What follows belongs to an exercise in optimizing a design on an open flow for small area, a short achievable clock period and few clock cycles per item; a production flow would make more cautious choices. Function was checked by simulation only, so behaviour that the tests miss may differ from the original.

==> flow/design.v <==
`timescale 1ns / 1ps
module btc_sha256d(
    input clk,
    input rst_n,
    input start,
    input [639:0] header,
    output done,
    output [255:0] hash
    );
    localparam [31:0] IV0 = 32'h6a09e667, IV1 = 32'hbb67ae85,
                      IV2 = 32'h3c6ef372, IV3 = 32'ha54ff53a,
                      IV4 = 32'h510e527f, IV5 = 32'h9b05688c,
                      IV6 = 32'h1f83d9ab, IV7 = 32'h5be0cd19;
    function [31:0] kn;
        input [5:0] i;
        begin
            case (i)
                6'd0: kn = 32'h71374491; 6'd1: kn = 32'hb5c0fbcf; 6'd2: kn = 32'he9b5dba5; 6'd3: kn = 32'h3956c25b;
                6'd4: kn = 32'h59f111f1; 6'd5: kn = 32'h923f82a4; 6'd6: kn = 32'hab1c5ed5; 6'd7: kn = 32'hd807aa98;
                6'd8: kn = 32'h12835b01; 6'd9: kn = 32'h243185be; 6'd10: kn = 32'h550c7dc3; 6'd11: kn = 32'h72be5d74;
                6'd12: kn = 32'h80deb1fe; 6'd13: kn = 32'h9bdc06a7; 6'd14: kn = 32'hc19bf174; 6'd15: kn = 32'he49b69c1;
                6'd16: kn = 32'hefbe4786; 6'd17: kn = 32'h0fc19dc6; 6'd18: kn = 32'h240ca1cc; 6'd19: kn = 32'h2de92c6f;
                6'd20: kn = 32'h4a7484aa; 6'd21: kn = 32'h5cb0a9dc; 6'd22: kn = 32'h76f988da; 6'd23: kn = 32'h983e5152;
                6'd24: kn = 32'ha831c66d; 6'd25: kn = 32'hb00327c8; 6'd26: kn = 32'hbf597fc7; 6'd27: kn = 32'hc6e00bf3;
                6'd28: kn = 32'hd5a79147; 6'd29: kn = 32'h06ca6351; 6'd30: kn = 32'h14292967; 6'd31: kn = 32'h27b70a85;
                6'd32: kn = 32'h2e1b2138; 6'd33: kn = 32'h4d2c6dfc; 6'd34: kn = 32'h53380d13; 6'd35: kn = 32'h650a7354;
                6'd36: kn = 32'h766a0abb; 6'd37: kn = 32'h81c2c92e; 6'd38: kn = 32'h92722c85; 6'd39: kn = 32'ha2bfe8a1;
                6'd40: kn = 32'ha81a664b; 6'd41: kn = 32'hc24b8b70; 6'd42: kn = 32'hc76c51a3; 6'd43: kn = 32'hd192e819;
                6'd44: kn = 32'hd6990624; 6'd45: kn = 32'hf40e3585; 6'd46: kn = 32'h106aa070; 6'd47: kn = 32'h19a4c116;
                6'd48: kn = 32'h1e376c08; 6'd49: kn = 32'h2748774c; 6'd50: kn = 32'h34b0bcb5; 6'd51: kn = 32'h391c0cb3;
                6'd52: kn = 32'h4ed8aa4a; 6'd53: kn = 32'h5b9cca4f; 6'd54: kn = 32'h682e6ff3; 6'd55: kn = 32'h748f82ee;
                6'd56: kn = 32'h78a5636f; 6'd57: kn = 32'h84c87814; 6'd58: kn = 32'h8cc70208; 6'd59: kn = 32'h90befffa;
                6'd60: kn = 32'ha4506ceb; 6'd61: kn = 32'hbef9a3f7; 6'd62: kn = 32'hc67178f2; default: kn = 32'h428a2f98;
            endcase
        end
    endfunction
    localparam NF = 40;
    localparam F_RND = 0, F_FF = 1, F_SHA = 2, F_SHE = 3, F_LD = 4, F_FFIV = 5, F_EP = 6,
               F_USEW = 7, F_USEY = 8, F_WRY = 9, F_SCHED = 10, F_80 = 11, F_280 = 12,
               F_100 = 13, F_FFA = 14, F_X1 = 15, F_X3 = 16, F_Y0 = 17, F_Y2 = 18, F_H = 19, F_XR = 39;
    function [NF-1:0] cflags;
        input r;
        input [1:0] bk;
        input [6:0] tt;
        reg q1, q2, q3, rnd, ff, t63_66;
        integer i;
        begin
            q1 = bk == 2'd1; q2 = bk == 2'd2; q3 = bk == 2'd3;
            rnd = r & ~tt[6];
            ff = r & (tt[6:2] == 5'b10000);
            t63_66 = tt == 7'd63 | tt == 7'd64 | tt == 7'd65 | tt == 7'd66;
            cflags = {NF{1'b0}};
            cflags[F_RND] = rnd;
            cflags[F_FF] = ff;
            cflags[F_SHA] = rnd | ff;
            cflags[F_SHE] = rnd | ff | (r & tt == 7'd68);
            cflags[F_LD] = r & tt == 7'd127;
            cflags[F_FFIV] = ff & q2;
            cflags[F_EP] = ff & ~q2;
            cflags[F_USEW] = r & (tt == 7'd127 | tt == 7'd68 | (tt == 7'd67 & q1) | tt < 7'd63);
            cflags[F_USEY] = r & q2 & t63_66;
            cflags[F_WRY] = r & t63_66;
            cflags[F_SCHED] = rnd & tt >= 7'd14;
            cflags[F_80] = r & ((q2 & tt == 7'd2) | (q3 & tt == 7'd6));
            cflags[F_280] = r & q2 & tt == 7'd13;
            cflags[F_100] = r & q3 & tt == 7'd13;
            cflags[F_FFA] = r & q2 & tt == 7'd67;
            cflags[F_XR] = q2;
            cflags[F_X1] = r & ((q2 & tt == 7'd68) | (q3 & tt == 7'd1));
            cflags[F_X3] = r & q3 & tt == 7'd0;
            cflags[F_Y0] = r & q3 & (tt == 7'd2 | tt == 7'd4);
            cflags[F_Y2] = r & q3 & (tt == 7'd3 | tt == 7'd5);
            cflags[F_H + 0] = ~r;
            cflags[F_H + 1] = r & tt == 7'd127;
            for (i = 2; i < 16; i = i + 1)
                cflags[F_H + i] = r & q1 & (tt == i - 2);
            cflags[F_H + 16] = r & q1 & tt == 7'd66;
            cflags[F_H + 17] = r & q1 & tt == 7'd67;
            cflags[F_H + 18] = r & q2 & tt == 7'd0;
            cflags[F_H + 19] = r & q2 & tt == 7'd1;
        end
    endfunction
    function [31:0] kyf;
        input [1:0] bk;
        input [6:0] tt;
        begin
            if (tt == 7'd127) kyf = 32'h9e6afcb1;                  
            else if (tt < 7'd63) kyf = kn(tt[5:0]);
            else if (tt == 7'd68 | (tt == 7'd67 & bk == 2'd1)) kyf = kn(6'd63);
            else if (bk == 2'd2 | tt == 7'd67) kyf = 32'd0;
            else if (tt == 7'd63) kyf = IV7;
            else if (tt == 7'd64) kyf = IV6;
            else if (tt == 7'd65) kyf = IV5;
            else kyf = IV4;
        end
    endfunction
    reg run, done_r;
    reg [1:0] blk;
    reg [6:0] t, tn;         
    reg [NF-1:0] fl;
    reg [31:0] kyr;
    wire acc = start & ~run;
    wire b2 = blk == 2'd2;
    wire t67 = t == 7'd67;
    reg r_run, r_done;
    reg [1:0] r_blk;
    reg [6:0] r_t;
    always @* begin
        r_run = run; r_done = done_r; r_blk = blk; r_t = t;
        if (run) begin
            if ((blk == 2'd1 & t67) | (b2 & t == 7'd68)) begin
                r_t = 7'd0; r_blk = blk + 2'd1;
            end else if (blk == 2'd3 & t67) begin
                r_run = 1'b0; r_done = 1'b1;
            end else
                r_t = tn;
        end
    end
    always @(posedge clk) begin
        if (!rst_n) begin
            run <= 1'b0;
            done_r <= 1'b0;
            blk <= r_blk;
            t <= r_t;
            tn <= r_t + 7'd1;
            fl <= cflags(1'b0, 2'd0, 7'd0);
            kyr <= kyf(r_blk, r_t);
        end else if (acc) begin
            run <= 1'b1;
            done_r <= 1'b0;
            blk <= 2'd1;
            t <= 7'd127;
            tn <= 7'd0;
            fl <= cflags(1'b1, 2'd1, 7'd127);
            kyr <= kyf(2'd1, 7'd127);
        end else begin
            run <= r_run;
            done_r <= r_done;
            blk <= r_blk;
            t <= r_t;
            tn <= r_t + 7'd1;
            fl <= cflags(r_run, r_blk, r_t);
            kyr <= kyf(r_blk, r_t);
        end
    end
    assign done = done_r;
    wire f_rnd = fl[F_RND], f_ff = fl[F_FF], f_shift_a = fl[F_SHA], f_shift_e = fl[F_SHE],
         f_ld = fl[F_LD], f_ffiv = fl[F_FFIV], f_e_p = fl[F_EP], f_use_w = fl[F_USEW],
         f_use_y = fl[F_USEY], wr_y = fl[F_WRY], sel_sched = fl[F_SCHED], sel_80 = fl[F_80],
         sel_280 = fl[F_280], sel_100 = fl[F_100], sel_ffa = fl[F_FFA], sel_x1 = fl[F_X1],
         sel_x3 = fl[F_X3], sel_y0 = fl[F_Y0], sel_y2 = fl[F_Y2];
    wire [19:0] hsel = fl[F_H +: 20];
    reg [31:0] a, b, c, d, e, f, g, p;
    reg [511:0] wv;                          
    reg [31:0] xr0, xr1, xr2, xr3, yr0, yr1, yr2, yr3;
    wire [31:0] w0 = wv[31:0], w1 = wv[63:32], w9 = wv[319:288],
                w14 = wv[479:448], w15 = wv[511:480];
    reg [31:0] ivx;
    always @* begin
        case (t[1:0])
            2'd0: ivx = IV3;
            2'd1: ivx = IV2;
            2'd2: ivx = IV1;
            default: ivx = IV0;
        endcase
    end
    wire [31:0] xop = fl[F_XR] ? xr3 : ivx;
    wire [31:0] S0 = {a[1:0], a[31:2]} ^ {a[12:0], a[31:13]} ^ {a[21:0], a[31:22]};
    wire [31:0] S1 = {e[5:0], e[31:6]} ^ {e[10:0], e[31:11]} ^ {e[24:0], e[31:25]};
    wire [31:0] ch = (e & f) ^ (~e & g);
    wire [31:0] mj = (a & b) ^ (a & c) ^ (b & c);
    wire [31:0] f1s = p ^ ch ^ mj;
    wire [31:0] f1c = {(p[30:0] & ch[30:0]) | (p[30:0] & mj[30:0]) | (ch[30:0] & mj[30:0]), 1'b0};
    wire [31:0] q  = S1 ^ S0;
    wire [31:0] co = (q & f1s) | (~q & S1);             
    wire [31:0] ci = {co[30:0], 1'b0};
    wire [31:0] xa = q ^ (f1s ^ f1c);
    wire [31:0] x3s = xa ^ ci;
    wire [31:0] cc_a = (xa & ci) | (~xa & f1c);
    wire [31:0] x3c = {cc_a[30:0], 1'b0};
    wire [31:0] pe = f_ff ? xop : p;
    wire [31:0] che = ch & {32{~f_ff}};
    wire [31:0] s1e = S1 & {32{~f_ff}};
    wire [31:0] g1s = pe ^ che ^ d;
    wire [31:0] g1c = {(pe[30:0] & che[30:0]) | (pe[30:0] & d[30:0]) | (che[30:0] & d[30:0]), 1'b0};
    wire [31:0] xes = g1s ^ g1c ^ s1e;
    wire [31:0] xec = {(g1s[30:0] & g1c[30:0]) | (g1s[30:0] & s1e[30:0]) | (g1c[30:0] & s1e[30:0]), 1'b0};
    wire [31:0] a_new = x3s + x3c;
    wire [31:0] e_new = xes + xec;
    wire [31:0] s0 = {w1[6:0], w1[31:7]} ^ {w1[17:0], w1[31:18]} ^ {3'b0, w1[31:3]};
    wire [31:0] s1 = {w14[16:0], w14[31:17]} ^ {w14[18:0], w14[31:19]} ^ {10'b0, w14[31:10]};
    wire [31:0] sched = s1 + w9 + s0 + w0;
    wire [31:0] wy = ({32{f_use_w}} & w15) | ({32{f_use_y}} & yr3);
    wire [31:0] pre = (g & {32{~f_ld}}) + kyr + wy;
    reg [31:0] ive;
    always @* begin
        case (t[1:0])                        
            2'd1: ive = IV7;
            2'd2: ive = IV6;
            2'd3: ive = IV5;
            default: ive = IV4;
        endcase
    end
    wire [31:0] hw [0:19];
    genvar gi;
    generate
        for (gi = 0; gi < 20; gi = gi + 1) begin : hwords
            assign hw[gi] = header[639 - 32*gi -: 32];
        end
    endgenerate
    reg [31:0] wnext;
    integer k;
    always @* begin
        wnext = ({32{sel_sched}} & sched) | ({32{sel_ffa}} & e_new) |
                ({32{sel_x1}} & xr1) | ({32{sel_x3}} & xr3) |
                ({32{sel_y0}} & yr0) | ({32{sel_y2}} & yr2);
        wnext[31] = wnext[31] | sel_80;
        wnext[9] = wnext[9] | sel_280;
        wnext[7] = wnext[7] | sel_280;
        wnext[8] = wnext[8] | sel_100;
        for (k = 0; k < 20; k = k + 1)
            wnext = wnext | ({32{hsel[k]}} & hw[k]);
    end
    always @(posedge clk) begin
        wv <= {wnext, wv[511:32]};
        xr0 <= f_ff ? e_new : xr3;
        xr1 <= xr0; xr2 <= xr1; xr3 <= xr2;
        yr0 <= wr_y ? pre : yr3;
        yr1 <= yr0; yr2 <= yr1; yr3 <= yr2;
        if (f_ld) begin
            a <= IV0; b <= IV1; c <= IV2; d <= IV3;
        end else if (f_shift_a) begin
            a <= f_rnd ? a_new : (f_ffiv ? ivx : e_new);
            b <= a; c <= b; d <= c;
        end
        if (f_ld) begin
            e <= IV4; f <= IV5; g <= IV6;
        end else if (f_shift_e) begin
            e <= f_rnd ? e_new : (f_e_p ? p : ive);
            f <= e; g <= f;
        end
        if (run) p <= pre;
    end
    assign hash = {p[7:0], p[15:8], p[23:16], p[31:24], g[7:0], g[15:8], g[23:16], g[31:24],
                   f[7:0], f[15:8], f[23:16], f[31:24], e[7:0], e[15:8], e[23:16], e[31:24],
                   d[7:0], d[15:8], d[23:16], d[31:24], c[7:0], c[15:8], c[23:16], c[31:24],
                   b[7:0], b[15:8], b[23:16], b[31:24], a[7:0], a[15:8], a[23:16], a[31:24]};
endmodule
==> flow/flow/run.sh <==
#!/bin/bash
set -euo pipefail
MARGIN=${MARGIN:-7.5}
bash standard.sh \
  SETUP_SLACK_MARGIN=$MARGIN \
  "BUFFER_PORTS_ARGS=-buffer_cell sky130_fd_sc_hd__buf_1" \
  finish > flow_make.log 2>&1
==> flow/standard.sh <==
#!/bin/bash
# synth_recipe.tcl (not shown) runs the flow's synth.tcl, then flattens the netlist and writes it again
# the make line also repeats each setting of config.mk as NAME=value (left out here)
make -C /OpenROAD-flow-scripts/flow DESIGN_CONFIG=/design/flow/config.mk WORK_HOME=/design/flow/orfs CLKGATE_MAP_FILE= SYNTH_SCRIPT=/design/flow/synth_recipe.tcl "${@:-finish}"
==> flow/config.mk <==
export PLATFORM = sky130hd
export DESIGN_NAME = btc_sha256d
export DESIGN_NICKNAME = btc_sha256d
export VERILOG_FILES = /design/flow/design.v
export SDC_FILE = /design/flow/constraint.sdc
export NUM_CORES = 8
export LEC_CHECK = 0
export CAP_MARGIN = 20
export CORE_MARGIN = 2
export CORE_UTILIZATION = 45
export CTS_CLUSTER_DIAMETER = 120
export CTS_CLUSTER_SIZE = 24
export SLEW_MARGIN = 20
==> flow/constraint.sdc <==
create_clock -name core_clock -period 12.0 [get_ports {clk}]
set_input_delay 2.4000 -clock core_clock [delete_from_list [all_inputs] [get_ports {clk}]]
set_output_delay 2.4000 -clock core_clock [all_outputs]
set_load 0.01 [all_outputs]
==> results of run 1 <==
## placed cells by master, fill, tap and decap left out, types with 30 or more instances in the layout
cell	count
a211oi_1	30
a21o_1	86
a21oi_1	244
a21oi_2	39
a221oi_1	69
a22o_1	58
a22oi_1	297
a31oi_1	32
buf_1	899
buf_4	201
buf_6	30
clkbuf_16	56
dfxtp_1	988
dfxtp_2	67
diode_2	31
edfxtp_1	32
fa_1	185
ha_1	123
inv_1	399
mux2_2	50
mux2i_1	164
nand2_1	360
nand3_1	75
nand4_1	84
nor2_1	366
nor3_1	78
o211ai_1	51
o21ai_0	156
o21ai_1	39
or2_2	57
xnor2_1	291
xor2_1	125
## through the flow
stage,setup slack [ns],util [%]
2_1_floorplan,7.424,-
3_3_place_gp,5.374,49.83
3_5_place_dp,5.732,49.85
4_1_cts,7.189,53.26
5_1_grt,7.118,54.57
6_report,7.161,54.62
## routing by layer
layer / vias to the layer above / track usage (%) / part of all wire (%)
met5: - / 3.257 / 0.16
met4: 46 / 25.13 / 6.7
met3: 899 / 21.01 / 15
met2: 3995 / 66.06 / 40
met1: 25690 / 62.12 / 38
li1: 21370 / - / -
## area by class of cell
cell class / count / area [um^2] / share of cell area, %
multi-input combinational: 3738 / 30860 / 47.72
sequential: 1113 / 22780 / 35.23
inverter: 418 / 1592 / 2.461
clock inverter: 10 / 191.4 / 0.2960
tap: 1600 / 2002 / 3.096
timing repair buffer: 1157 / 5737 / 8.872
antenna: 31 / 77.57 / 0.1200
clock buffer: 65 / 1424 / 2.202
## state kept, by name, indices dropped and copies added, names as in the netlist, 32 cells and up
name / count
yr1: 32
xr0: 32
a: 32
b: 32
fl: 39
c: 32
e: 32
yr3: 32
g: 32
yr2: 32
xr3: 32
f: 32
wv: 512
d: 32
yr0: 32
p: 32
kyr: 32
xr1: 32
xr2: 32
## critical path, stage by stage, from the launching register on
cell,delay (ns)
dfxtp_4,0.41
buf_12,0.14
ha_4,0.19
or3_1,0.37
o21ai_2,0.10
nor2_1,0.08
a21oi_2,0.14
fa_1,0.46
inv_2,0.08
fa_1,0.44
ha_4,0.20
buf_4,0.14
o211ai_1,0.18
nand2_1,0.15
a41oi_4,0.37
o31a_1,0.23
a21o_4,0.17
o31ai_4,0.06
a311oi_4,0.30
o221ai_1,0.15
or3b_1,0.41
## path summary, 6_finish.rpt
kind / slack (ns) / end / cells after the start
min: 0.29 / yr2[0]$_DFF_P_ / 0
min reg2reg: 0.29 / yr2[0]$_DFF_P_ / 0
max: 7.16 / wv[511]$_DFF_P_ / 20
max reg2reg: 7.16 / wv[511]$_DFF_P_ / 20
## timing repair
item	in CTS	in global routing
resized for setup	391	230
pin swaps	120	112
gates cloned	1	1
setup endpoints to repair	173	115
endpoints found under the hold margin	0	0
buffers inserted	78	56
## cell families (layout without fill, tap and decap cells)
kind of cell / count (synthesis) / count (layout) / synth area share (%)
adder cells (fa/ha/maj): 383 / 383 / 11.40
flip-flops: 1113 / 1113 / 41.98
AND/OR/NAND/NOR: 1208 / 1208 / 10.32
XOR/XNOR: 467 / 467 / 7.673
multiplexers: 257 / 257 / 4.926
AO/OA/AOI/OAI: 1423 / 1423 / 18.39
other: 0 / 31 / 0
buffers and inverters: 751 / 1650 / 5.310
==> metrics.md, run 1 <==
| Metric | Value |
|---|---|
| Crit path time final | `just under 5 ns` |
| Cells after Synth | `approximately 5600` |
| Wire length per cell | `~38 um` |
| Final hold vios | `0` |
| Worst reg2reg startpoint | `t[0]$_DFF_P_` |
| Placed inst area | `between 50000 and 60000 um^2` |
| Die area | `about 120000 um^2` |
| # clock sinks | `1113` |
| CP max FO | `5` |
| Total number of vias | `just over 50000` |
| First-pass GRT wire length | `398500 um` |
| Avg Vias per Cell | `approximately 6.4` |
| Layout cells sized above 1 | `roughly 14%` |
| Top-count cell post-synth | `dfxtp_1` |
| Global route total overflow | `0` |
| Area share of the largest cell type after synthesis | `40.19%` |
| CP Data Required Time | `12.63 ns` |
| Mapped Nets | `about 6600` |
| ANT nets after route | `0` |
| Fillers | `~11000` |
| CP Capture Type | `flop` |
| Starting DRT DRC Count | `roughly 8200` |
| Main flop type after synthesis | `dfxtp_1` |
| Critical path launch point type | `flop` |
| # hold bufs at CTS | `0` |
| Port Buf Inserts | `899` |
| Final estimated routing congestion in global placement | `between 1 and 1.5` |
| Worst skew pair latency | `~0.75 ns` |
| FMAX | `between 200 and 250 MHz` |
| Critical Path Source | `t[0]$_DFF_P_` |
| All-layer global routing usage | `between 40% and 50%` |
| #FFs+latches synth | `roughly 1100` |
| DP Wirelength | `between 200000 and 250000 um` |
| Die X | `between 300 and 400 um` |
| Final slew viol count | `0` |
| H-Tree Depth | `2` |
| Core area | `roughly 120000 um^2` |
| Initial antenna violation count | `between 50 and 60` |
| Die Y | `349.9 um` |
| Mapped Area | `between 50000 and 60000 um^2` |
| Area growth, synth to finish | `20.10%` |
| I/O pin count | `900` |
| Status | `no timing/DRC/antenna violations` |
| Cell taking the most area after synthesis | `dfxtp_1` |
| Post-Route WL | `307700 um` |
| Fin Setup TNS | `0 ns` |
| DR pass1 iterations | `12` |
| Finished Cell Area | `roughly 65000 um^2` |
| Root Buffer | `clkbuf_16` |
| Num CTS Buffers | `55` |
| Clock skew | `~0.073 ns` |
| Register clock-pin slew on the reported worst setup and hold paths | `~0.11 ns` |
| Max Cap Viol | `0` |
| Placed Instances | `between 7000 and 8000` |
| EDFF count, synth | `32` |
| CTS tree | `built` |
| Critical path type | `reg -> reg` |
| Largest net degree at the start of global routing | `~110` |
| Async SR Flop Fraction | `0%` |
| RSZ-0062 raised after global routing | `yes` |
| Cell variety after synth | `between 100 and 150` |
| Slew @ Worst Pin | `around 1.3 ns` |
| Yosys warning count | `1` |
| Fin Hold WS | `0.2925 ns` |
| Sequential area share after synthesis | `around two fifths` |
| Fin nets | `between 7000 and 8000` |
| Layout Cells excl Fill | `~8100` |
| Period utilization | `about two fifths` |
| Vias in the first global route | `about 47000` |
| Syn avg cell area | `9.611 um^2` |
| Synth top area cells | `dfxtp_1 (40%), fa_1 (7.1%), xnor2_1 (5.4%), a22oi_1 (4.2%), ha_1 (3.7%)` |
| Hold_sp | `yr1[0]$_DFF_P_` |
| Max Root-Sink Buffers | `3` |
| DRC violations left | `0` |
| Hold Crit Class | `reg -> reg` |
| Max_slew headroom | `14.89%` |
| Top cells by count, synth | `dfxtp_1 (1081), inv_1 (411), nor2_1 (382)` |
| Initial Util | `45.48%` |
| # rows | `126` |
| Crit path DAT | `5.47 ns` |
| Setup violations, final | `0` |
Testbench counts, summed over its fixed seeds: cycles 9,936, hashes 48.
==> run 2: changes to the inputs <==
==> flow/flow/run.sh (replaced) <==
#!/bin/bash
set -euo pipefail
MARGIN=${MARGIN:-8}
bash standard.sh \
  SETUP_SLACK_MARGIN=$MARGIN \
  "BUFFER_PORTS_ARGS=-buffer_cell sky130_fd_sc_hd__buf_1" \
  finish > flow_make.log 2>&1
--- a/flow/config.mk
+++ b/flow/config.mk
@@ -6,8 +6,9 @@
 export NUM_CORES = 8
 export LEC_CHECK = 0
+export ABC_AREA = 1
 export CAP_MARGIN = 20
 export CORE_MARGIN = 2
 export CORE_UTILIZATION = 45
 export CTS_CLUSTER_DIAMETER = 120
-export CTS_CLUSTER_SIZE = 24
+export CTS_CLUSTER_SIZE = 20
 export SLEW_MARGIN = 20
==> run 2 against run 1 <==
Still clean on timing, DRC and antenna; synthesized cell count increased by 28%; register-to-register slack improved by 0.45 ns; utilization increased by 2.4 points; die area increased by 3.9%; global-route usage increased by 4.7 points; critical path type unchanged; critical endpoint is now wv[482]$_DFF_P_; largest cell class unchanged.
==> metrics.md, run 2 <==
| Metric | Value |
|---|---|
| First-pass GRT wire length | `455500 um (was 398500 um)` |
| CP Capture Type | `flop (unchanged)` |
| Initial antenna violation count | `43 (was 54)` |
| Starting DRT DRC Count | `10560 (was 8209)` |
| # rows | `129 (was 126)` |
| Cell taking the most area after synthesis | `dfxtp_1 (unchanged)` |
| Die X | `356.7 um (was 349.9 um)` |
| Max_slew headroom | `15.94% (was 14.89%)` |
| Commonest non-fill, non-tap cells in the layout | `nand2_1 (1675), dfxtp_1 (984), buf_1 (893) (was dfxtp_1 (988), buf_1 (899), inv_1 (399))` |
| DRC violations left | `0 (unchanged)` |
| Register clock-pin slew on the reported worst setup and hold paths | `0.08 ns (was 0.11 ns)` |
| Wire length per cell | `35.30 um (was 37.84 um)` |
| Largest reg by FF count | `wv (unchanged)` |
| Yosys warning count | `1 (unchanged)` |
| Critical Path Source | `t[0]$_DFF_P_ (unchanged)` |
| Worst skew pair latency | `0.77 ns (was 0.75 ns)` |
| Top-count cell post-synth | `nand2_1 (was dfxtp_1)` |
| Async SR Flop Fraction | `0% (unchanged)` |
| Crit path time final | `4.393 ns (was 4.839 ns)` |
| Most common cell after layout, fill and taps aside | `nand2_1 (was dfxtp_1)` |
| Max Root-Sink Buffers | `3 (unchanged)` |
| Setup violations, final | `0 (unchanged)` |
| CP top delay family | `adder cells (was compound AO/OA/AOI/OAI gates)` |
| Slowest Stage Delay on Critical Path | `0.46 ns (about the same)` |
| Syn avg cell area | `7.825 um^2 (was 9.611 um^2)` |
| Area share of the largest cell type after synthesis | `38.66% (was 40.19%)` |
| EDFF count, synth | `32 (unchanged)` |
| CP most frequent cell | `buf_4` |
| Period utilization | `36.60% (was 40.32%)` |
| Mapped Area | `55970 um^2 (was 53840 um^2)` |
| Max Cap Viol | `0 (unchanged)` |
| Clock skew | `0.08003 ns (was 0.07347 ns)` |
| Avg Vias per Cell | `6.121 (was 6.394)` |
| Crit path DAT | `4.78 ns (was 5.47 ns)` |
| Area growth, synth to finish | `26.02% (was 20.10%)` |
| RSZ-0062 raised after global routing | `yes (unchanged)` |
| #FFs+latches synth | `1113 (unchanged)` |
| Critical path launch point type | `flop (unchanged)` |
| Hold_sp | `yr1[25]$_DFF_P_ (was yr1[0]$_DFF_P_)` |
| Vias in the first global route | `55070 (was 46580)` |
| Max FFs per register | `512 (unchanged)` |
| CTS tree | `built (unchanged)` |
| Num CTS Buffers | `68 (was 55)` |
| CP Data Required Time | `12.39 ns (was 12.63 ns)` |
| Final estimated routing congestion in global placement | `1.180 (was 1.070)` |
| Layout Cells excl Fill | `9877 (was 8132)` |
| Port Buf Inserts | `899 (unchanged)` |
| Largest net degree at the start of global routing | `90 (was 112)` |
| Die area | `127200 um^2 (was 122400 um^2)` |
| All-layer global routing usage | `52.54% (was 47.82%)` |
| FMAX | `227.7 MHz (was 206.7 MHz)` |
| Area occupied by multi-input gates | `33200 um^2 (was 30860 um^2)` |
| Storage cell area | `22810 um^2 (was 22780 um^2)` |
| H-Tree Depth | `3 (was 2)` |
| Critical path's slowest cell | `fa_2 (was fa_1)` |
| Synth top area cells | `dfxtp_1 (39%), nand2_1 (12%), fa_1 (6.8%), inv_1 (6.0%), o21ai_0 (3.7%) (was dfxtp_1 (40%), fa_1 (7.1%), xnor2_1 (5.4%), a22oi_1 (4.2%), ha_1 (3.7%))` |
| Biggest regs | `wv (512), fl (39) (unchanged)` |
| Global route total overflow | `0 (unchanged)` |
| Fillers | `11440 (was 10890)` |
| Fin Setup TNS | `0 ns (unchanged)` |
| Total number of vias | `60450 (was 51990)` |
| Final hold vios | `0 (unchanged)` |
| CP max FO | `4 (was 5)` |
| Final slew viol count | `0 (unchanged)` |
| DR pass1 iterations | `9 (was 12)` |
| I/O pin count | `900 (unchanged)` |
| Slew @ Worst Pin | `1.261 ns (was 1.277 ns)` |
| Hold Crit Class | `reg -> reg (unchanged)` |
| DP Wirelength | `279000 um (was 241700 um)` |
| Fin nets | `9196 (was 7477)` |
| Core area | `123600 um^2 (was 118400 um^2)` |
| Worst path cell trace | `ha_4 > buf_4 > buf_6 > nor2_4 > inv_2 > nor2_4 > buf_4 > a221oi_4 > fa_2 > inv_1 > fa_1 > inv_2 > ha_4 > fa_2 > clkinvlp_4 > o2111ai_4 > a2111oi_4 > buf_4 > nand4_1 (was buf_12 > ha_4 > or3_1 > o21ai_2 > nor2_1 > a21oi_2 > fa_1 > inv_2 > fa_1 > ha_4 > buf_4 > o211ai_1 > nand2_1 > a41oi_4 > o31a_1 > a21o_4 > o31ai_4 > a311oi_4 > o221ai_1 > or3b_1)` |
| Post-Route WL | `348600 um (was 307700 um)` |
| Critical path buffers and inverters | `8 (was 3)` |
| Die Y | `356.7 um (was 349.9 um)` |
| Initial Util | `45.27% (was 45.48%)` |
| Mapped Nets | `8147 (was 6596)` |
| Placed Instances | `9513 (was 7887)` |
| Main flop type after synthesis | `dfxtp_1 (unchanged)` |
| Root Buffer | `clkbuf_16 (unchanged)` |
| ANT nets after route | `0 (unchanged)` |
| # clock sinks | `1113 (unchanged)` |
| Cells after Synth | `7153 (was 5602)` |
| Cell variety after synth | `64 (was 101)` |
| Top cells by count, synth | `nand2_1 (1790), dfxtp_1 (1081), inv_1 (899) (was dfxtp_1 (1081), inv_1 (411), nor2_1 (382))` |
| Layout cells sized above 1 | `16.31% (was 13.77%)` |
| Critical path type | `reg -> reg (unchanged)` |
| Sequential area share after synthesis | `40.38% (was 41.98%)` |
| Worst reg2reg startpoint | `t[0]$_DFF_P_ (unchanged)` |
| Status | `no timing/DRC/antenna violations (unchanged)` |
[run 2: layer usage]
layer	part of all wire (%)	up-vias	global-route usage, %
met4	6.6	39	27.24
met3	18	1092	28.85
li1	-	25120	-
met2	38	5097	69.27
met1	37	29100	67.95
met5	0.094	-	0
[run 2: worst paths after layout]
path | to | cells after the start | slack (ns)
worst max-delay path | wv[482]$_DFF_P_ | 19 | 7.61
worst min-delay path | yr2[25]$_DFF_P_ | 0 | 0.29
worst max register to register | wv[482]$_DFF_P_ | 19 | 7.61
worst min register to register | yr2[25]$_DFF_P_ | 0 | 0.29
[run 2: worst reg2reg max path, cell delays in order (launching register included)]
cell	delay, ns
dfxtp_4	0.38
ha_4	0.20
buf_4	0.14
buf_6	0.11
nor2_4	0.11
inv_2	0.05
nor2_4	0.08
buf_4	0.13
a221oi_4	0.03
fa_2	0.37
inv_1	0.08
fa_1	0.43
inv_2	0.08
ha_4	0.14
fa_2	0.46
clkinvlp_4	0.15
o2111ai_4	0.21
a2111oi_4	0.25
buf_4	0.23
nand4_1	0.43
[run 2: per-stage QoR]
step / setup WS [ns] / hold WS, ns / cell area [um^2] / utilization, %
global route: 7.589 / 0.2997 / 70490 / 57.01
detailed placement: 6.400 / 0.3121 / 61110 / 49.43
CTS: 7.736 / 0.2879 / 67460 / 54.56
floorplan: 8.058 / 0.3096 / 55970 / -
global placement: 5.224 / 0.3096 / 61070 / 49.40
finish: 7.607 / 0.2870 / 70530 / 57.05
[run 2: logic make-up after synthesis]
logic type                 share of synthesized area [%]
adders and majority gates                          10.48
buffers and inverters                              8.271
and+or+nand+nor                                    22.19
xor gates and xnor gates                           5.962
muxes                                             0.2347
AOI/OAI and AO/OA                                  12.47
DFF                                                40.38
[run 2: timing repair]
item	in CTS	in global routing
cloned	5	2
resized for setup	777	493
hold buffers	0	0
endpoints found under the setup margin	243	170
buffers inserted	138	111
pin swaps	134	198
[run 2: area by class of cell]
type	instances	area share (%)
sequential	1113	32.34
multi-input combinational	4844	47.07
inverter	913	5.033
clock inverter	13	0.3264
antenna	20	0.07096
timing repair buffer	1261	9.746
timing repair inverter	1	0.01064
clock buffer	75	2.494
tap	1637	2.904
==> run 3: changes to the inputs <==
--- a/flow/flow/run.sh
+++ b/flow/flow/run.sh
@@ -1,5 +1,5 @@
 #!/bin/bash
 set -euo pipefail
-MARGIN=${MARGIN:-8}
+MARGIN=${MARGIN:-7.25}
 bash standard.sh \
   SETUP_SLACK_MARGIN=$MARGIN \
==> run 3 against run 2 <==
Non-clock buffer count decreased by 244; via count decreased by 3.0%; worst hold slack improved by 0.015 ns; area after synthesis unchanged; setup slack got worse by 0.43 ns; first-iteration DRC count decreased by 13%; design area decreased by 9.3%; global-route usage decreased by 2.1 points; largest cell class unchanged; highest routed layer unchanged.
==> metrics.md, run 3 <==
| Metric | Value |
|---|---|
| Vias in the first global route | `53420 (was 55070)` |
| CP max FO | `20 (was 4)` |
| # rows | `129 (unchanged)` |
| Slew @ Worst Pin | `1.103 ns (was 1.261 ns)` |
| # hold bufs at CTS | `0 (unchanged)` |
| Worst skew pair latency | `0.71 ns (was 0.77 ns)` |
| Wire length per cell | `34.68 um (was 35.30 um)` |
| Worst Hold Path Cells | `0 (unchanged)` |
| Status | `no timing/DRC/antenna violations (unchanged)` |
| Num CTS Buffers | `66 (was 68)` |
| Setup violations, final | `0 (unchanged)` |
| Mux contribution to synthesized area | `0.2347% (unchanged)` |
| Worst reg2reg startpoint | `fl[1]$_SDFF_PP0_ (was t[0]$_DFF_P_)` |
| Initial antenna violation count | `47 (was 43)` |
| R2R setup slack | `7.17 ns (was 7.61 ns)` |
| Async SR Flop Fraction | `0% (unchanged)` |
| WHS Endpoint | `wv[387]$_DFF_P_ (was yr2[25]$_DFF_P_)` |
| Total number of vias | `58660 (was 60450)` |
| Period utilization | `40.22% (was 36.60%)` |
| Clock skew | `0.05648 ns (was 0.08003 ns)` |
| Crit path time final | `4.827 ns (was 4.393 ns)` |
| Yosys warning count | `1 (unchanged)` |
| Critical path launch point type | `flop (unchanged)` |
| Max Root-Sink Buffers | `3 (unchanged)` |
| Reg2reg end | `a[30]$_SDFFE_PP1P_ (was wv[482]$_DFF_P_)` |
| Post-Route WL | `333900 um (was 348600 um)` |
| Core area | `123600 um^2 (unchanged)` |
| Biggest regs | `wv (512), fl (39) (unchanged)` |
| Hold Crit Class | `reg -> reg (unchanged)` |
| Critical path type | `reg -> reg (unchanged)` |
| DP Wirelength | `273300 um (was 279000 um)` |
| Largest net degree at the start of global routing | `108 (was 90)` |
| Placed Instances | `9497 (was 9513)` |
| Area growth, synth to finish | `14.34% (was 26.02%)` |
| Metal-1 WL | `130600 um (was 130300 um)` |
| Mapped Area | `55970 um^2 (unchanged)` |
| Fin nets | `8948 (was 9196)` |
| EDFF count, synth | `32 (unchanged)` |
| Worst r2r path cells | `19 (unchanged)` |
| Layout cells sized above 1 | `6.136% (was 16.31%)` |
| Register clock-pin slew on the reported worst setup and hold paths | `0.10 ns (was 0.08 ns)` |
| H-Tree Depth | `3 (unchanged)` |
| Placed inst area | `60980 um^2 (was 61110 um^2)` |
| #FFs+latches synth | `1113 (unchanged)` |
| Cell taking the most area after synthesis | `dfxtp_1 (unchanged)` |
| Main flop type after synthesis | `dfxtp_1 (unchanged)` |
| Max FFs per register | `512 (unchanged)` |
| FMAX | `207.2 MHz (was 227.7 MHz)` |
| First-pass GRT wire length | `438200 um (was 455500 um)` |
| Top cells by count, synth | `nand2_1 (1790), dfxtp_1 (1081), inv_1 (899) (unchanged)` |
| Root Buffer | `clkbuf_16 (unchanged)` |
| Hold_sp | `wv[419]$_DFF_P_ (was yr1[25]$_DFF_P_)` |
| Xor/xnor cell area share of the yosys netlist | `5.962% (unchanged)` |
| Routed wl met3 | `54320 um (was 63280 um)` |
| Crit path DAT | `5.44 ns (was 4.78 ns)` |
| Syn avg cell area | `7.825 um^2 (unchanged)` |
| Global route total overflow | `0 (unchanged)` |
| Fin util | `51.76% (was 57.05%)` |
| Top-count cell post-synth | `nand2_1 (unchanged)` |
| Largest reg by FF count | `wv (unchanged)` |
| Cells after Synth | `7153 (unchanged)` |
| Starting DRT DRC Count | `9223 (was 10560)` |
| I/O pin count | `900 (unchanged)` |
| Adder-Cell Fraction of Synth Area | `10.48% (unchanged)` |
| Synth Area in Compound Gates | `12.47% (unchanged)` |
| Layout Cells excl Fill | `9628 (was 9877)` |
| Synth Area in Simple Gates | `22.19% (unchanged)` |
| Met2 WL | `127800 um (was 131700 um)` |
| All-layer global routing usage | `50.48% (was 52.54%)` |
| Fin Setup TNS | `0 ns (unchanged)` |
| CP Data Required Time | `12.61 ns (was 12.39 ns)` |
| Cell variety after synth | `64 (unchanged)` |
| Critical Path Source | `fl[1]$_SDFF_PP0_ (was t[0]$_DFF_P_)` |
| Commonest non-fill, non-tap cells in the layout | `nand2_1 (1782), dfxtp_1 (1022), buf_1 (899) (was nand2_1 (1675), dfxtp_1 (984), buf_1 (893))` |
| Sequential area share after synthesis | `40.38% (unchanged)` |
| Max_slew headroom | `25.79% (was 15.94%)` |
| CTS tree | `built (unchanged)` |
| DR pass1 iterations | `7 (was 9)` |
| Max Cap Viol | `0 (unchanged)` |
| Die X | `356.7 um (unchanged)` |
| RSZ-0062 raised after global routing | `yes (unchanged)` |
| Final hold vios | `0 (unchanged)` |
| Finished Cell Area | `64000 um^2 (was 70530 um^2)` |
| Final slew viol count | `0 (unchanged)` |
| Mapped Nets | `8147 (unchanged)` |
| Initial Util | `45.27% (unchanged)` |
| Synth top area cells | `dfxtp_1 (39%), nand2_1 (12%), fa_1 (6.8%), inv_1 (6.0%), o21ai_0 (3.7%) (unchanged)` |
| Final estimated routing congestion in global placement | `1.130 (was 1.180)` |
| Area share of the largest cell type after synthesis | `38.66% (unchanged)` |
| # clock sinks | `1113 (unchanged)` |
| Die area | `127200 um^2 (unchanged)` |
| CP Capture Type | `flop (unchanged)` |
| Port Buf Inserts | `899 (unchanged)` |
| Top sig layer | `met5 (unchanged)` |
| Most common cell after layout, fill and taps aside | `nand2_1 (unchanged)` |
| Avg Vias per Cell | `6.092 (was 6.121)` |
| Die Y | `356.7 um (unchanged)` |
| ANT nets after route | `0 (unchanged)` |
| Largest family of logic cells by synthesized area | `simple AND/OR/NAND/NOR gates (unchanged)` |
| DRC violations left | `0 (unchanged)` |
==> run 3: cell types whose count changed in the layout (fill, tap and decap cells not counted), moves of 40 or more <==
cell     delta
a21oi_1    +46
buf_4     -162
buf_6      -56
ha_1       +52
ha_4       -40
inv_1      +71
inv_2      -45
nand2_1   +107
nand2_2    -66
nand3_1    +67
o21ai_0    +72
xor2_1     +48
==> run 3: kinds of logic (layout without fill, tap and decap cells) <==
logic type | count (synthesis) | after routing
buffers and inverters | 1198 | 2015
AO/OA/AOI/OAI | 1175 | 1175
adder cells (fa/ha/maj) | 356 | 356
other | 0 | 21
XOR/XNOR | 381 | 381
multiplexers | 13 | 13
flip-flops | 1113 | 1113
AND/OR/NAND/NOR | 2917 | 2917
==> run 3: worst max-delay path, cell delays in order (launching register included) <==
cell	delay, ns
dfxtp_4	0.40
buf_12	0.15
nand2_4	0.24
clkinvlp_4	0.33
a22oi_1	0.32
fa_1	0.51
fa_1	0.50
inv_1	0.05
ha_1	0.51
inv_1	0.14
o21ai_1	0.36
a31oi_1	0.23
o21ai_0	0.25
nor2_1	0.10
nand2_1	0.09
nand2_1	0.09
nand3_1	0.20
o211ai_1	0.14
nand2_1	0.08
nand2_1	0.06
==> run 3: metrics by stage <==
stage | hold slack [ns] | setup slack [ns]
finish | 0.3016 | 7.173
global route | 0.3081 | 7.108
CTS | 0.3070 | 7.193
detailed placement | 0.3121 | 5.736
global placement | 0.3097 | 5.228
floorplan | 0.3096 | 7.995
==> run 3: final cells by class <==
type	instances	area [um^2]
Clock buffer	75	1728
Multi-Input combinational cell	4842	29390
Fill cell	12290	59640
Clock inverter	9	172.7
Sequential cell	1113	22700
Inverter	913	3450
Timing Repair inverter	1	7.507
Antenna cell	21	52.55
Tap cell	1637	2048
Timing Repair Buffer	1017	4447
==> run 3: metal layers <==
layer  global-route usage (%)  up-vias
met5                    1.481        -
met4                    24.06       34
met3                    24.68      930
met2                    67.90     4666
met1                    66.72    28370
li1                         -    24660
==> run 3: worst max-delay path by stage <==
| stage | end | slack, ns | cells after the start |
|---|---|---|---|
| final | a[30]$_SDFFE_PP1P_ | 7.17 | 19 |
| after global routing | a[30]$_SDFFE_PP1P_ | 7.11 | 19 |
| after CTS | a[23]$_SDFFE_PP0P_ | 7.19 | 26 |
| after detailed placement | a[11]$_SDFFE_PP0P_ | 5.74 | 21 |
| after global placement | wv[481]$_DFF_P_ | 5.23 | 14 |
| after floorplan | wv[501]$_DFF_P_ | 7.99 | 21 |
==> run 3: repair_timing <==
action	in CTS	in global routing
pin swaps	1	4
setup buffers	7	15
gates resized for setup	99	118
endpoints found under the setup margin	154	108
cloned	2	2
==> run 4: changes to the inputs <==
==> flow/flow/run.sh (replaced) <==
#!/bin/bash
set -euo pipefail
MARGIN=${MARGIN:-7.5}
bash standard.sh \
  SETUP_SLACK_MARGIN=$MARGIN \
  "BUFFER_PORTS_ARGS=-buffer_cell sky130_fd_sc_hd__buf_1" \
  finish > flow_make.log 2>&1
==> run 4 against run 3 <==
Clock-buffer cell count unchanged; largest cell class unchanged; critical path type unchanged; worst hold slack better by 0.00092 ns; sequential share of layout area down 0.55 points; highest routed layer unchanged; design area up 1.7%; non-clock buffer count up 36.
==> metrics.md, run 4 <==
| Metric | Value |
|---|---|
| Status | `no timing/DRC/antenna violations (unchanged)` |
| Final estimated routing congestion in global placement | `1.130 (unchanged)` |
| CTS tree | `built (unchanged)` |
| Period utilization | `38.14% (was 40.22%)` |
| Avg Vias per Cell | `6.081 (was 6.092)` |
| Cells after Synth | `7153 (unchanged)` |
| Cell variety after synth | `64 (unchanged)` |
| Die Y | `356.7 um (unchanged)` |
| Max Root-Sink Buffers | `3 (unchanged)` |
| Hold Crit Class | `reg -> reg (unchanged)` |
| Commonest non-fill, non-tap cells in the layout | `nand2_1 (1767), dfxtp_1 (1012), buf_1 (899) (was nand2_1 (1782), dfxtp_1 (1022), buf_1 (899))` |
| Top cells by count, synth | `nand2_1 (1790), dfxtp_1 (1081), inv_1 (899) (unchanged)` |
| Initial antenna violation count | `43 (was 47)` |
| Biggest regs | `wv (512), fl (39) (unchanged)` |
| Starting DRT DRC Count | `9222 (was 9223)` |
| Area share of the largest cell type after synthesis | `38.66% (unchanged)` |
| Port Buf Inserts | `899 (unchanged)` |
| Fillers | `12190 (was 12290)` |
| Die area | `127200 um^2 (unchanged)` |
| ANT nets after route | `0 (unchanged)` |
| Worst skew pair latency | `0.71 ns (about the same)` |
| Fin nets | `8984 (was 8948)` |
| Root Buffer | `clkbuf_16 (unchanged)` |
| Initial Util | `45.27% (unchanged)` |
| Worst reg2reg startpoint | `e[14]$_SDFFE_PP1P_ (was fl[1]$_SDFF_PP0_)` |
| Max Cap Viol | `0 (unchanged)` |
| Most common cell after layout, fill and taps aside | `nand2_1 (unchanged)` |
| R2R setup slack | `7.42 ns (was 7.17 ns)` |
| Mapped Area | `55970 um^2 (unchanged)` |
| DP Wirelength | `273300 um (unchanged)` |
| Mapped Nets | `8147 (unchanged)` |
| Largest reg by FF count | `wv (unchanged)` |
| First-pass GRT wire length | `439800 um (was 438200 um)` |
| Layout cells sized above 1 | `8.144% (was 6.136%)` |
| Total number of vias | `58760 (was 58660)` |
| DR pass1 iterations | `8 (was 7)` |
| H-Tree Depth | `3 (unchanged)` |
| Global route total overflow | `0 (unchanged)` |
| Clock skew | `0.05415 ns (was 0.05648 ns)` |
| # hold bufs at CTS | `0 (unchanged)` |
| Setup violations, final | `0 (unchanged)` |
| FMAX | `218.5 MHz (was 207.2 MHz)` |
| Vias in the first global route | `53610 (was 53420)` |
| Area growth, synth to finish | `16.29% (was 14.34%)` |
| EDFF count, synth | `32 (unchanged)` |
| Cell taking the most area after synthesis | `dfxtp_1 (unchanged)` |
| Worst r2r path cells | `16 (was 19)` |
| I/O pin count | `900 (unchanged)` |
| Hold_sp | `wv[419]$_DFF_P_ (unchanged)` |
| Register clock-pin slew on the reported worst setup and hold paths | `0.10 ns (about the same)` |
| CP Data Required Time | `12.63 ns (was 12.61 ns)` |
| Async SR Flop Fraction | `0% (unchanged)` |
| Syn avg cell area | `7.825 um^2 (unchanged)` |
| Top-count cell post-synth | `nand2_1 (unchanged)` |
| Worst Hold Path Cells | `0 (unchanged)` |
| Largest net degree at the start of global routing | `108 (unchanged)` |
| Core area | `123600 um^2 (unchanged)` |
| Fin Setup TNS | `0 ns (unchanged)` |
| DRC violations left | `0 (unchanged)` |
| RSZ-0062 raised after global routing | `yes (unchanged)` |
| CP Capture Type | `flop (unchanged)` |
| Final slew viol count | `0 (unchanged)` |
| # rows | `129 (unchanged)` |
| Max_slew headroom | `20.19% (was 25.79%)` |
| Main flop type after synthesis | `dfxtp_1 (unchanged)` |
| WHS Endpoint | `wv[387]$_DFF_P_ (unchanged)` |
| Slew @ Worst Pin | `1.190 ns (was 1.103 ns)` |
| All-layer global routing usage | `50.65% (was 50.48%)` |
| Post-Route WL | `334800 um (was 333900 um)` |
| Wire length per cell | `34.65 um (was 34.68 um)` |
| Crit path DAT | `5.20 ns (was 5.44 ns)` |
| Sequential area share after synthesis | `40.38% (unchanged)` |
| # clock sinks | `1113 (unchanged)` |
| Num CTS Buffers | `66 (unchanged)` |
| #FFs+latches synth | `1113 (unchanged)` |
| Final hold vios | `0 (unchanged)` |
| Critical path launch point type | `flop (unchanged)` |
| Crit path time final | `4.577 ns (was 4.827 ns)` |
| Reg2reg end | `a[31]$_SDFFE_PP0P_ (was a[30]$_SDFFE_PP1P_)` |
| Synth top area cells | `dfxtp_1 (39%), nand2_1 (12%), fa_1 (6.8%), inv_1 (6.0%), o21ai_0 (3.7%) (unchanged)` |
| Critical path type | `reg -> reg (unchanged)` |
| Die X | `356.7 um (unchanged)` |
| CP max FO | `8 (was 20)` |
| Max FFs per register | `512 (unchanged)` |
| Yosys warning count | `1 (unchanged)` |
[run 4: cell counts after synthesis]
No cell type changed its count.
[run 4: how the worst max path moves through the flow]
stage | slack, ns | endpoint | startpoint
floorplan | 7.99 | wv[501]$_DFF_P_ | t[0]$_DFF_P_
global placement | 5.23 | wv[481]$_DFF_P_ | fl[1]$_SDFF_PP0_
detailed placement | 5.74 | a[11]$_SDFFE_PP0P_ | fl[1]$_SDFF_PP0_
CTS | 7.37 | a[31]$_SDFFE_PP0P_ | a[4]$_SDFFE_PP0P_
global route | 7.38 | a[31]$_SDFFE_PP0P_ | t[0]$_DFF_P_
finish | 7.42 | a[31]$_SDFFE_PP0P_ | e[14]$_SDFFE_PP1P_
[run 4: cells by family (layout without fill, tap and decap cells)]
logic type / after synthesis / in the layout / share of synthesized area [%]
compound gates: 1175 / 1175 / 12.47
xor+xnor: 381 / 381 / 5.962
fa+ha+maj: 356 / 356 / 10.48
buf+inv: 1198 / 2051 / 8.271
flops: 1113 / 1113 / 40.38
mux: 13 / 13 / 0.2347
other cells: 0 / 19 / 0
simple gates: 2917 / 2917 / 22.19
[run 4: stage by stage]
stage	std cells	hold WS, ns	area, um^2	util (%)	setup WS [ns]
after floorplan	7153	0.3096	55970	-	7.995
final	9662	0.3025	65090	52.64	7.423
after CTS	9602	0.3070	63770	51.58	7.365
after global placement	9495	0.3097	60950	49.30	5.228
after detailed placement	9497	0.3121	60980	49.32	5.736
after global routing	9646	0.3081	65050	52.61	7.383
[run 4: layout make-up]
| cell class | instances | area, um^2 | share of cell area [%] |
|---|---|---|---|
| Timing Repair inverter | 1 | 7.507 | 0.01153 |
| Timing Repair Buffer | 1053 | 4781 | 7.345 |
| Clock inverter | 9 | 172.7 | 0.2653 |
| Inverter | 913 | 3467 | 5.327 |
| Tap cell | 1637 | 2048 | 3.147 |
| Antenna cell | 19 | 47.55 | 0.07305 |
| Clock buffer | 75 | 1728 | 2.655 |
| Multi-Input combinational cell | 4842 | 30100 | 46.25 |
| Sequential cell | 1113 | 22730 | 34.93 |
[run 4: routing by layer]
layer | vias to the layer above | wire length (um) | GRT usage [%]
li1 | 24720 | - | -
met1 | 28470 | 129400 | 66.78
met2 | 4646 | 129100 | 68.21
met3 | 883 | 56090 | 25.02
met4 | 32 | 19630 | 24.00
met5 | - | 598 | 1.481
[run 4: timing repair]
action | 4_1_cts | 5_1_grt
gates resized for setup | 181 | 232
pin swaps | 4 | 27
setup endpoints to repair | 185 | 111
gates cloned | 4 | 0
buffers inserted | 17 | 40
[run 4: worst max-delay path, cell delays in order, from the launching register on]
cell      delay [ns]
dfxtp_2         0.63
xnor2_1         0.19
xor2_1          0.39
xnor2_1         0.26
xor2_2          0.28
xor2_1          0.21
xor2_1          0.35
ha_2            0.40
a21oi_1         0.44
o21bai_1        0.16
a21oi_1         0.21
nand2_1         0.15
nand2_1         0.13
nand2_4         0.14
nand3_1         0.13
nand3_1         0.20
a21oi_1         0.19
==> run 5: changes to the inputs <==
==> flow/flow/run.sh (replaced) <==
#!/bin/bash
set -euo pipefail
MARGIN=${MARGIN:-7.75}
bash standard.sh \
  SETUP_SLACK_MARGIN=$MARGIN \
  "BUFFER_PORTS_ARGS=-buffer_cell sky130_fd_sc_hd__buf_1" \
  finish > flow_make.log 2>&1
==> run 5 against run 4 <==
Setup slack improved by 0.20 ns; non-clock buffer count increased by 63; critical endpoint unchanged; via count increased by 0.92%; critical path depth is 2 higher; final cell count rose by 0.64%.
==> metrics.md, run 5 <==
| Metric | Value |
|---|---|
| Max Cap Viol | `0 (unchanged)` |
| Async SR Flop Fraction | `0% (unchanged)` |
| Top-count cell post-synth | `nand2_1 (unchanged)` |
| Synth top area cells | `dfxtp_1 (39%), nand2_1 (12%), fa_1 (6.8%), inv_1 (6.0%), o21ai_0 (3.7%) (unchanged)` |
| M2 GR Usage | `68.40% (was 68.21%)` |
| #FFs+latches synth | `1113 (unchanged)` |
| Sequential area share after synthesis | `40.38% (unchanged)` |
| Worst reg2reg startpoint | `a[12]$_SDFFE_PP0P_ (was e[14]$_SDFFE_PP1P_)` |
| Status | `no timing/DRC/antenna violations (unchanged)` |
| Total number of vias | `59300 (was 58760)` |
| Die Y | `356.7 um (unchanged)` |
| Final slew viol count | `0 (unchanged)` |
| Final hold vios | `0 (unchanged)` |
| Worst skew pair latency | `0.71 ns (about the same)` |
| CP Capture Type | `flop (unchanged)` |
| Slowest Stage Delay on Critical Path | `0.63 ns (about the same)` |
| H-Tree Depth | `3 (unchanged)` |
| Met1 GRT Util | `67.43% (was 66.78%)` |
| Crit path time final | `4.373 ns (was 4.577 ns)` |
| Area occupied by multi-input gates | `31480 um^2 (was 30100 um^2)` |
| Hold_sp | `wv[419]$_DFF_P_ (unchanged)` |
| Yosys warning count | `1 (unchanged)` |
| I/O pin count | `900 (unchanged)` |
| FMAX | `228.7 MHz (was 218.5 MHz)` |
| All-layer global routing usage | `50.81% (was 50.65%)` |
| Wire length per cell | `34.70 um (was 34.65 um)` |
| Biggest regs | `wv (512), fl (39) (unchanged)` |
| Die area | `127200 um^2 (unchanged)` |
| Root Buffer | `clkbuf_16 (unchanged)` |
| Cells after Synth | `7153 (unchanged)` |
| Cell taking the most area after synthesis | `dfxtp_1 (unchanged)` |
| Main flop type after synthesis | `dfxtp_1 (unchanged)` |
| Critical path's slowest cell | `fa_1 (was dfxtp_2)` |
| Initial antenna violation count | `42 (was 43)` |
| Finished Cell Area | `67200 um^2 (was 65090 um^2)` |
| Final worst setup slack | `7.627 ns (was 7.423 ns)` |
| Register clock-pin slew on the reported worst setup and hold paths | `0.10 ns (about the same)` |
| Placed inst area | `60980 um^2 (unchanged)` |
| Placed Instances | `9497 (unchanged)` |
| Setup violations, final | `0 (unchanged)` |
| Fin Setup TNS | `0 ns (unchanged)` |
| Layout Cells excl Fill | `9724 (was 9662)` |
| Max FFs per register | `512 (unchanged)` |
| CTS tree | `built (unchanged)` |
| ANT nets after route | `0 (unchanged)` |
| Global route total overflow | `0 (unchanged)` |
| Commonest non-fill, non-tap cells in the layout | `nand2_1 (1741), dfxtp_1 (994), buf_1 (899) (was nand2_1 (1767), dfxtp_1 (1012), buf_1 (899))` |
| Mapped Nets | `8147 (unchanged)` |
| Slew @ Worst Pin | `1.206 ns (was 1.190 ns)` |
| Clock skew | `0.05543 ns (was 0.05415 ns)` |
| Period utilization | `36.44% (was 38.14%)` |
| Num CTS Buffers | `66 (unchanged)` |
| DRC violations left | `0 (unchanged)` |
| EDFF count, synth | `32 (unchanged)` |
| Initial Util | `45.27% (unchanged)` |
| CP most frequent cell | `nand3_1` |
| DR pass1 iterations | `8 (unchanged)` |
| Fin nets | `9049 (was 8984)` |
| Worst slack at placement | `5.736 ns (unchanged)` |
| Final estimated routing congestion in global placement | `1.130 (unchanged)` |
| Layout cells sized above 1 | `11.44% (was 8.144%)` |
| Critical Path Source | `a[12]$_SDFFE_PP0P_ (was e[14]$_SDFFE_PP1P_)` |
| Max_slew headroom | `19.01% (was 20.19%)` |
| RSZ-0062 raised after global routing | `yes (unchanged)` |
| First-pass GRT wire length | `441500 um (was 439800 um)` |
| Storage cell area | `22790 um^2 (was 22730 um^2)` |
| # rows | `129 (unchanged)` |
| Largest reg by FF count | `wv (unchanged)` |
| CP Data Required Time | `12.62 ns (was 12.63 ns)` |
| Avg Vias per Cell | `6.098 (was 6.081)` |
| Area growth, synth to finish | `20.06% (was 16.29%)` |
| Critical path type | `reg -> reg (unchanged)` |
| Fin Hold WS | `0.3065 ns (was 0.3025 ns)` |
| Worst path cell trace | `clkinvlp_4 > nand2_1 > o21ai_1 > fa_1 > xor2_2 > xor2_1 > xor2_1 > ha_1 > a21o_1 > nand3_1 > nand3_1 > a21oi_1 > nand2_1 > nand2_1 > nand2_4 > nand3_1 > nand3_1 > a21oi_1 (was xnor2_1 > xor2_1 > xnor2_1 > xor2_2 > xor2_1 > xor2_1 > ha_2 > a21oi_1 > o21bai_1 > a21oi_1 > nand2_1 > nand2_1 > nand2_4 > nand3_1 > nand3_1 > a21oi_1)` |
| Global-route met3 utilization | `24.46% (was 25.02%)` |
| Busiest grt layer | `met2 (unchanged)` |
| Critical path launch point type | `flop (unchanged)` |
| Syn avg cell area | `7.825 um^2 (unchanged)` |
| Port Buf Inserts | `899 (unchanged)` |
| DP Wirelength | `273300 um (unchanged)` |
| Fin util | `54.35% (was 52.64%)` |
| Core area | `123600 um^2 (unchanged)` |
| Most common cell after layout, fill and taps aside | `nand2_1 (unchanged)` |
| Vias in the first global route | `53960 (was 53610)` |
| # clock sinks | `1113 (unchanged)` |
| Top cells by count, synth | `nand2_1 (1790), dfxtp_1 (1081), inv_1 (899) (unchanged)` |
| Hold Crit Class | `reg -> reg (unchanged)` |
| Starting DRT DRC Count | `9933 (was 9222)` |
| CP max FO | `6 (was 8)` |
| Area share of the largest cell type after synthesis | `38.66% (unchanged)` |
| Fillers | `12030 (was 12190)` |
| Largest net degree at the start of global routing | `108 (unchanged)` |
| Crit path DAT | `5.00 ns (was 5.20 ns)` |
| Die X | `356.7 um (unchanged)` |
| Max Root-Sink Buffers | `3 (unchanged)` |
| Cell variety after synth | `64 (unchanged)` |
| Mapped Area | `55970 um^2 (unchanged)` |
| Post-Route WL | `337400 um (was 334800 um)` |
[run 5: worst paths after layout]
path / slack [ns] / cells after the start / end
max: 7.63 / 18 / a[31]$_SDFFE_PP0P_
min: 0.31 / 0 / wv[387]$_DFF_P_
max reg2reg: 7.63 / 18 / a[31]$_SDFFE_PP0P_
min reg2reg: 0.31 / 0 / wv[387]$_DFF_P_
[run 5: repair_timing]
item / CTS / global route
resized for setup: 334 / 427
endpoints found under the hold margin: 0 / 0
hold buffers: 0 / 0
buffers inserted: 36 / 83
setup endpoints to repair: 207 / 153
pin swaps: 14 / 103
gates cloned: 5 / 2
[run 5: cell type report]
| type | count | share of cell area [%] |
|---|---|---|
| Multi-Input combinational cell | 4844 | 46.84 |
| Sequential cell | 1113 | 33.91 |
| Timing Repair inverter | 1 | 0.01117 |
| Clock inverter | 9 | 0.2569 |
| Clock buffer | 75 | 2.571 |
| Inverter | 913 | 5.215 |
| Timing Repair Buffer | 1116 | 8.084 |
| Tap cell | 1637 | 3.048 |
| Antenna cell | 16 | 0.05958 |
[run 5: metal layers]
layer	wire length, um	up-vias
met4	19900	28
met2	129900	4862
met3	58010	911
met1	129200	28670
met5	337	-
li1	-	24820
[run 5: cell families after synthesis]
| logic type | after synthesis | synth area share [%] |
|---|---|---|
| fa+ha+maj | 356 | 10.48 |
| buf+inv | 1198 | 8.271 |
| flops | 1113 | 40.38 |
| mux | 13 | 0.2347 |
| xor+xnor | 381 | 5.962 |
| simple gates | 2917 | 22.19 |
| compound gates | 1175 | 12.47 |
[run 5: critical path, delay by kind of cell (launching register included)]
kind	cells	cell delay [ns]
AND/OR/NAND/NOR	8	1.08
AO/OA/AOI/OAI	4	0.76
flip-flops	1	0.50
XOR/XNOR	3	0.66
buffers and inverters	1	0.30
adder cells (fa/ha/maj)	2	0.97
==> run 6: changes to the inputs <==
--- a/flow/config.mk
+++ b/flow/config.mk
@@ -12,3 +12,4 @@
 export CTS_CLUSTER_DIAMETER = 120
 export CTS_CLUSTER_SIZE = 20
+export PLACE_DENSITY = 0.65
 export SLEW_MARGIN = 20
==> run 6 against run 5 <==
Setup slack better by 0.012 ns; flip-flop and latch count unchanged; worst hold slack worse by 0.018 ns; first-iteration DRC count down 9.4%; via count down 0.58%; global-route usage down 0.55 points; sequential share of layout area up 0.29 points; critical path type unchanged; critical endpoint is now wv[483]$_DFF_P_; largest cell class unchanged; highest routed layer unchanged.
==> metrics.md, run 6 <==
| Metric | Value |
|---|---|
| Status | `no timing/DRC/antenna violations (unchanged)` |
| Synth Area in Simple Gates | `22.19% (unchanged)` |
| Max Cap Viol | `0 (unchanged)` |
| Register clock-pin slew on the reported worst setup and hold paths | `0.10 ns (about the same)` |
| Storage cell area | `22790 um^2 (about the same)` |
| First-pass GRT wire length | `436700 um (was 441500 um)` |
| Largest family of logic cells by synthesized area | `simple AND/OR/NAND/NOR gates (unchanged)` |
| Fin Hold WS | `0.2890 ns (was 0.3065 ns)` |
| Async SR Flop Fraction | `0% (unchanged)` |
| Final estimated routing congestion in global placement | `1.132 (was 1.130)` |
| Fillers | `12060 (was 12030)` |
| Adder-Cell Fraction of Synth Area | `10.48% (unchanged)` |
| Die Y | `356.7 um (unchanged)` |
| ANT nets after route | `0 (unchanged)` |
| Top-count cell post-synth | `nand2_1 (unchanged)` |
| Sequential area share after synthesis | `40.38% (unchanged)` |
| CTS tree | `built (unchanged)` |
| Fin Setup TNS | `0 ns (unchanged)` |
| Die area | `127200 um^2 (unchanged)` |
| Total number of vias | `58950 (was 59300)` |
| Placed Instances | `9495 (was 9497)` |
| Final worst setup slack | `7.639 ns (was 7.627 ns)` |
| Main flop type after synthesis | `dfxtp_1 (unchanged)` |
| Cell variety after synth | `64 (unchanged)` |
| Cell taking the most area after synthesis | `dfxtp_1 (unchanged)` |
| Most common cell after layout, fill and taps aside | `nand2_1 (unchanged)` |
| FMAX | `229.3 MHz (was 228.7 MHz)` |
| I/O pin count | `900 (unchanged)` |
| Initial antenna violation count | `51 (was 42)` |
| Clock skew | `0.07402 ns (was 0.05543 ns)` |
| Period utilization | `36.34% (was 36.44%)` |
| # clock sinks | `1113 (unchanged)` |
| Vias in the first global route | `53370 (was 53960)` |
| Fin util | `53.90% (was 54.35%)` |
| Final slew viol count | `0 (unchanged)` |
| Fin nets | `9028 (was 9049)` |
| Largest net degree at the start of global routing | `89 (was 108)` |
| Max FFs per register | `512 (unchanged)` |
| Core area | `123600 um^2 (unchanged)` |
| Wire length per cell | `34.31 um (was 34.70 um)` |
| DP Wirelength | `270000 um (was 273300 um)` |
| Worst path cell trace | `inv_4 > ha_4 > clkinvlp_4 > a21oi_4 > o21ai_2 > o21ai_2 > fa_1 > fa_1 > inv_2 > ha_4 > fa_2 > xor2_1 > inv_2 > o22ai_4 > a2111oi_4 > nand4_1 (was clkinvlp_4 > nand2_1 > o21ai_1 > fa_1 > xor2_2 > xor2_1 > xor2_1 > ha_1 > a21o_1 > nand3_1 > nand3_1 > a21oi_1 > nand2_1 > nand2_1 > nand2_4 > nand3_1 > nand3_1 > a21oi_1)` |
| Layout Cells excl Fill | `9708 (was 9724)` |
## run 6: cell count changes in the layout (fill, tap and decap cells not counted), sizes merged
| cell | previous run | this run |
|---|---|---|
| diode | 16 | 19 |
| a21oi | 390 | 389 |
| clkinv | 6 | 5 |
| bufinv | 1 | 0 |
| buf | 1113 | 1090 |
| bufbuf | 3 | 2 |
| clkinvlp | 19 | 12 |
| inv | 897 | 907 |
| clkbuf | 75 | 80 |
## run 6: per-layer routing
metal  share of wire (%)  global-route usage [%]  wire, um  up-vias
li1                    -                       -         -    24800
met1                  38                   65.69    126700    28540
met2                  39                   68.27    128800     4684
met3                  17                   25.67     57520      884
met4                 5.8                   22.89     19460       50
met5                0.20                  0.8889       656        -
## run 6: layout make-up
cell class                 instances  share of cell area [%]
sequential                      1113                   34.20
inverter                         913                   5.244
timing repair buffer            1095                   7.773
antenna                           19                 0.07134
tap                             1637                   3.073
clock buffer                      77                   2.602
timing repair inverter             1                 0.01126
clock inverter                    10                  0.3042
multi-input combinational       4843                   46.72
## run 6: cell families (layout without fill, tap and decap cells)
logic type	Yosys count	after routing
AND/OR/NAND/NOR	2917	2918
other	0	19
multiplexers	13	13
buffers and inverters	1198	2096
adder cells (fa/ha/maj)	356	356
AO/OA/AOI/OAI	1175	1175
flip-flops	1113	1113
XOR/XNOR	381	381
## run 6: repair_timing
action | in CTS | in global routing
gates cloned | 3 | 3
setup endpoints to repair | 201 | 145
setup buffers | 29 | 71
pin swaps | 20 | 71
gates resized for setup | 334 | 353
hold buffers | 0 | 0
endpoints found under the hold margin | 0 | 0
## run 6: worst max-delay path: cells and delay by family (launching register included)
kind                       cells  cell delay, ns
xor gates and xnor gates       1            0.21
adders and majority gates      5            1.75
buffers and inverters          4            0.48
DFF                            1            0.40
and+or+nand+nor                1            0.40
AOI/OAI and AO/OA              5            0.87
## run 6: final timing paths
check | depth (start not counted) | from | slack (ns) | end
worst max-delay path | 16 | t[0]$_DFF_P_ | 7.64 | wv[483]$_DFF_P_
worst min-delay path | 0 | wv[283]$_DFF_P_ | 0.29 | wv[251]$_DFF_P_
worst max register to register | 16 | t[0]$_DFF_P_ | 7.64 | wv[483]$_DFF_P_
worst min register to register | 0 | wv[283]$_DFF_P_ | 0.29 | wv[251]$_DFF_P_

[static timing again, ports no longer ideal]
Ports are ideal in the flow. The routed layouts listed here were re-timed in OpenROAD. Step 1 sets driving cells, clkbuf_16 on the clock port and buf_2 on the other inputs (assumed; they add their load-dependent delay and slew). Step 2 times the ports against the registers' clock, not the clock port: input delays grow and output delays shrink by t, the midpoint of the rising clock arrivals with the driver on. a / b / c = ideal ports / drivers / drivers and shift; a / b = the first two.
run	t (ns)	setup slack, ns	clock arrival spread, ns
run 1	0.798	7.161 / 7.161 / 6.721	0.074 / 0.073
run 2	0.820	7.607 / 7.607 / 6.971	0.081 / 0.081
run 3	0.772	7.173 / 7.173 / 6.808	0.058 / 0.058
run 4	0.768	7.423 / 7.423 / 6.847	0.057 / 0.057
run 5	0.774	7.627 / 7.624 / 6.996	0.055 / 0.055
run 6	0.811	7.639 / 7.639 / 6.959	0.075 / 0.076
After both steps setup and hold are still met in every run listed. For run 6, which loses most, drivers alone change the setup slack by 0.000 ns; drivers and shift together by -0.680 ns.
